This is an optimization exercise on Yosys and OpenROAD, whose aim is small area, a short achievable clock period and few clock cycles, not a production implementation. Function was checked by simulation only, so behaviour that the tests miss may differ from the original.

run P:
==> module recon_top_level, before the edit <==
module recon_top_level #(parameter WIDTH = 15)(
  input  [WIDTH:0] Xo, Zo, Yo,
  input            clk,
  input            ext_reset,
  input  [1:0]     sel,
  output [WIDTH:0] mac_out,
  output [WIDTH:0] f,
  input            af_en,
  output           complete
);
  reg [15:0] X, Y, Z, M;
  reg [3:0]  cnt;
  reg        mac, hyp, pre1, pre2, dv;
  reg        three;            
  reg        dr;               
  reg        last;             
  reg        s0, s1, af;       
  reg        done;
  assign mac_out  = M;
  assign f        = Z;
  assign complete = done;
  function [15:0] divop(input [15:0] w);
    divop = {w[15], w[14:0] >> 2};
  endfunction
  wire dy0 = dr;
  wire dy1 = three & Z[1];
  wire dy2 = three & Z[2];
  wire [31:0] xsx = {{16{X[15]}}, X} >> cnt;
  wire [31:0] ysx = {{16{Y[15]}}, Y} >> cnt;
  wire [15:0] xs = hyp ? xsx[15:0] : X;
  wire [15:0] ys = ysx[15:0];
  wire [15:0] e0 = xs ^ {16{dy0}};
  wire [15:0] t0 = X ^ {16{dy0}};
  wire [15:0] t1 = three ? ({X[15], X[15:1]} ^ {16{dy1}}) : 16'h0000;
  wire [15:0] t2 = three ? ({{2{X[15]}}, X[15:2]} ^ {16{dy2}}) : 16'h0000;
  wire [15:0] y_n;
  wadd3 yadd (.y(Y), .t0(t0), .t1(t1), .t2(t2), .e0(e0), .cin0(dy0),
              .cin1(dy1), .cin2(dy2), .three(three), .r(y_n));
  wire dx = hyp & dr;
  wire [15:0] x_n;
  wadd xadd (.a(X), .b(ys ^ {16{dx}}), .cin(dx), .r(x_n));
  reg [15:0] rz;
  always @*
    case (cnt)
      4'd1:  rz = 16'h0232;
      4'd2:  rz = 16'h0106;
      4'd3:  rz = 16'h0081;
      4'd4:  rz = 16'h0040;
      4'd5:  rz = 16'h0020;
      4'd6:  rz = 16'h0010;
      4'd7:  rz = 16'h0008;
      4'd8:  rz = 16'h0004;
      4'd9:  rz = 16'h0002;
      default: rz = 16'h0001;
    endcase
  wire [15:0] z_n;
  wadd zadd (.a(Z), .b(Z[15] ? rz : ~rz), .cin(~Z[15]), .r(z_n));
  wire       zin = Zo[15:11] == 5'b00000 || Zo[15:11] == 5'b11111;
  wire [9:0] dvec = zin ? {~Zo[2], ~Zo[3], ~Zo[4], ~Zo[5], ~Zo[6], ~Zo[7],
                           ~Zo[8], ~Zo[9], ~Zo[10], Zo[11]}
                        : {10{Zo[15]}};
  wire q = ~Y[15];
  wire go_exp = !s1 && af;
  wire [15:0] zmac = (s1 && !s0 && y_n[15]) ? 16'h0000 : y_n;
  always @(posedge clk) begin
    if (ext_reset) begin
      X     <= Xo;
      Y     <= Yo;
      Z     <= {6'b000000, dvec};
      dr    <= dvec[0];
      s0    <= sel[0];
      s1    <= sel[1];
      af    <= af_en;
      cnt   <= 4'd0;
      mac   <= 1'b1;
      hyp   <= 1'b0;
      pre1  <= 1'b0;
      pre2  <= 1'b0;
      dv    <= 1'b0;
      three <= 1'b1;
      last  <= 1'b0;
      done  <= 1'b0;
    end else begin
      if (mac) begin
        Y     <= y_n;
        X     <= {{3{X[15]}}, X[15:3]};
        Z     <= {3'b000, Z[15:3]};
        dr    <= Z[3];
        cnt   <= cnt + 4'd3;
        three <= cnt != 4'd6;
        last  <= cnt == 4'd6;
        if (last) begin
          M     <= y_n;
          mac   <= 1'b0;
          three <= 1'b0;
          last  <= 1'b0;
          if (go_exp) begin
            X   <= 16'h04d4;
            Y   <= 16'h0000;
            Z   <= y_n;
            dr  <= y_n[15];
            cnt <= 4'd1;
            hyp <= 1'b1;
          end else begin
            Z    <= s1 ? zmac : s0 ? 16'h07fe : 16'h0002;
            done <= 1'b1;
          end
        end
      end
      if (hyp) begin
        X    <= x_n;
        Y    <= y_n;
        Z    <= z_n;
        dr   <= z_n[15];
        cnt  <= cnt + 4'd1;
        last <= cnt == 4'd9;
        if (last) begin
          cnt  <= 4'd0;
          hyp  <= 1'b0;
          last <= 1'b0;
          pre1 <= 1'b1;
        end
      end
      if (pre1) begin
        pre1 <= 1'b0;
        if (s0) begin
          X  <= divop(Y);
          Y  <= divop(X);
          dr <= ~X[15];
          dv <= 1'b1;
        end else begin
          X    <= x_n;
          Y    <= 16'h0400;
          pre2 <= 1'b1;
        end
      end
      if (pre2) begin
        X    <= divop(x_n);
        Y    <= divop(X);
        dr   <= ~X[15];
        pre2 <= 1'b0;
        dv   <= 1'b1;
      end
      if (dv) begin
        Y    <= y_n;
        X    <= {X[15], X[15:1]};
        Z    <= {Z[14:0], q};
        dr   <= ~y_n[15];
        cnt  <= cnt + 4'd1;
        last <= cnt == 4'd8;
        if (last) begin
          Z    <= {{5{~Z[8]}}, Z[7:0], q, 2'b10};
          dv   <= 1'b0;
          last <= 1'b0;
          done <= 1'b1;
        end
      end
    end
  end
endmodule
export LEC_CHECK = 0
export CAP_MARGIN = 20
export CORE_MARGIN = 2
export CORE_UTILIZATION = 40
export SETUP_SLACK_MARGIN = 4
export SLEW_MARGIN = 20
create_clock -name core_clock -period 8.5 [get_ports {clk}]
run.sh (not shown) runs the stock make flow with config.mk's settings and CLKGATE_MAP_FILE= SYNTH_SCRIPT=/design/flow/synth_recipe.tcl, a recipe that flattens the netlist after the stock synthesis.
Testbench counts of run P, summed over its fixed seeds: cycles 24,542.
### run P -> run A
==> flow/design.v, changed modules only <==
module recon_top_level #(parameter WIDTH = 15)(
  input  [WIDTH:0] Xo, Zo, Yo,
  input            clk,
  input            ext_reset,
  input  [1:0]     sel,
  output [WIDTH:0] mac_out,
  output [WIDTH:0] f,
  input            af_en,
  output           complete
);
  reg [15:0] X, Y, Z, M;
  reg [3:0]  cnt;
  reg        mac, hyp, pre1, pre2, dv;
  reg        three;            
  reg        dr;               
  reg        zfirst;           
  reg        last;             
  reg        s0, s1, af;       
  reg        done;
  assign mac_out  = M;
  assign f        = s1 ? ((s0 || !M[15]) ? M : 16'h0000) : Z;
  assign complete = done;
  function [15:0] divop(input [15:0] w);
    divop = {w[15], w[14:0] >> 2};
  endfunction
  wire dy0 = dr;
  wire dy1 = three & Z[1];
  wire dy2 = three & Z[2];
  wire [31:0] xsx = {{16{X[15]}}, X} >> cnt;
  wire [31:0] ysx = {{16{Y[15]}}, Y} >> cnt;
  wire [15:0] xs = hyp ? xsx[15:0] : X;
  wire [15:0] ys = ysx[15:0];
  wire [15:0] e0 = xs ^ {16{dy0}};
  wire [15:0] t0 = X ^ {16{dy0}};
  wire [15:0] t1 = three ? ({X[15], X[15:1]} ^ {16{dy1}}) : 16'h0000;
  wire [15:0] t2 = three ? ({{2{X[15]}}, X[15:2]} ^ {16{dy2}}) : 16'h0000;
  wire [15:0] y_n;
  wadd3 yadd (.y(Y), .t0(t0), .t1(t1), .t2(t2), .e0(e0), .cin0(dy0),
              .cin1(dy1), .cin2(dy2), .three(three), .r(y_n));
  wire dx = hyp & dr;
  wire [15:0] x_n;
  wadd xadd (.a(X), .b(ys ^ {16{dx}}), .cin(dx), .r(x_n));
  reg [15:0] rz;
  always @*
    case (cnt)
      4'd1:  rz = 16'h0232;
      4'd2:  rz = 16'h0106;
      4'd3:  rz = 16'h0081;
      4'd4:  rz = 16'h0040;
      4'd5:  rz = 16'h0020;
      4'd6:  rz = 16'h0010;
      4'd7:  rz = 16'h0008;
      4'd8:  rz = 16'h0004;
      4'd9:  rz = 16'h0002;
      default: rz = 16'h0001;
    endcase
  wire [15:0] z_n;
  wadd zadd (.a(zfirst ? M : Z), .b(dr ? rz : ~rz), .cin(~dr), .r(z_n));
  wire       zin = Zo[15:11] == 5'b00000 || Zo[15:11] == 5'b11111;
  wire [9:0] dvec = zin ? {~Zo[2], ~Zo[3], ~Zo[4], ~Zo[5], ~Zo[6], ~Zo[7],
                           ~Zo[8], ~Zo[9], ~Zo[10], Zo[11]}
                        : {10{Zo[15]}};
  wire q = ~Y[15];
  wire go_exp = !s1 && af;
  always @(posedge clk) begin
    if (ext_reset) begin
      X     <= Xo;
      Y     <= Yo;
      Z     <= {6'b000000, dvec};
      dr    <= dvec[0];
      s0    <= sel[0];
      s1    <= sel[1];
      af    <= af_en;
      cnt   <= 4'd0;
      mac   <= 1'b1;
      hyp   <= 1'b0;
      pre1  <= 1'b0;
      pre2  <= 1'b0;
      dv    <= 1'b0;
      three <= 1'b1;
      last  <= 1'b0;
      done  <= 1'b0;
    end else begin
      if (mac) begin
        Y     <= y_n;
        X     <= {{3{X[15]}}, X[15:3]};
        Z     <= {3'b000, Z[15:3]};
        dr    <= Z[3];
        cnt   <= cnt + 4'd3;
        three <= cnt != 4'd6;
        last  <= cnt == 4'd6;
        if (last) begin
          M     <= y_n;
          mac   <= 1'b0;
          three <= 1'b0;
          last  <= 1'b0;
          if (go_exp) begin
            X   <= 16'h04d4;
            Y   <= 16'h0000;
            dr  <= y_n[15];
            zfirst <= 1'b1;
            cnt <= 4'd1;
            hyp <= 1'b1;
          end else begin
            Z    <= s0 ? 16'h07fe : 16'h0002;
            done <= 1'b1;
          end
        end
      end
      if (hyp) begin
        X    <= x_n;
        Y    <= y_n;
        Z    <= z_n;
        dr   <= z_n[15];
        zfirst <= 1'b0;
        cnt  <= cnt + 4'd1;
        last <= cnt == 4'd9;
        if (last) begin
          cnt  <= 4'd0;
          hyp  <= 1'b0;
          last <= 1'b0;
          pre1 <= 1'b1;
        end
      end
      if (pre1) begin
        pre1 <= 1'b0;
        if (s0) begin
          X  <= divop(Y);
          Y  <= divop(X);
          dr <= ~X[15];
          dv <= 1'b1;
        end else begin
          X    <= x_n;
          Y    <= 16'h0400;
          pre2 <= 1'b1;
        end
      end
      if (pre2) begin
        X    <= divop(x_n);
        Y    <= divop(X);
        dr   <= ~X[15];
        pre2 <= 1'b0;
        dv   <= 1'b1;
      end
      if (dv) begin
        Y    <= y_n;
        X    <= {X[15], X[15:1]};
        Z    <= {Z[14:0], q};
        dr   <= ~y_n[15];
        cnt  <= cnt + 4'd1;
        last <= cnt == 4'd8;
        if (last) begin
          Z    <= {{5{~Z[8]}}, Z[7:0], q, 2'b10};
          dv   <= 1'b0;
          last <= 1'b0;
          done <= 1'b1;
        end
      end
    end
  end
endmodule
[summary]
- Run A ran to completion and came out clean on the timing, design-rule and antenna checks.
- Going from run P to run A, post-route minimum period shrinks by 260 ps.
- Run A — sequential-to-total area share from yosys stat 0.42 points lower, run P as reference
- Post-cts sizing count: run A < run P
- Run comparison: run P slowest cell on the critical path edfxtp_1; run A slowest cell on the critical path fa_1
- Vias: run A above run P
- Compared run A vs run P, and global-route wire length before repair is up in run A.
Testbench counts of run A, summed over its fixed seeds: cycles 24,542.

what the ideal ports hide:
Ports are ideal in the flow. The routed layouts listed here were re-timed in OpenROAD.
Step 1: set_driving_cell puts a clkbuf_16 on clk and a buf_2 on each other input, an assumption about the parent block.
Step 2 adds t to the input delays and takes it off the output delays; t is the mean of the earliest and latest rising clock arrival at the registers after step 1. Input paths then give back, and output paths get back, about the clock's delay inside the block.
Three values: ideal ports, drivers, drivers and shift; two values: the first two.
run | shift t [ns] | setup slack, ns | worst setup path at the end
run P | 0.404 | 3.723 / 3.723 / 3.723 | register to register
run A | 0.403 | 3.981 / 3.981 / 3.981 | register to register
After both steps setup and hold are still met in every run listed.
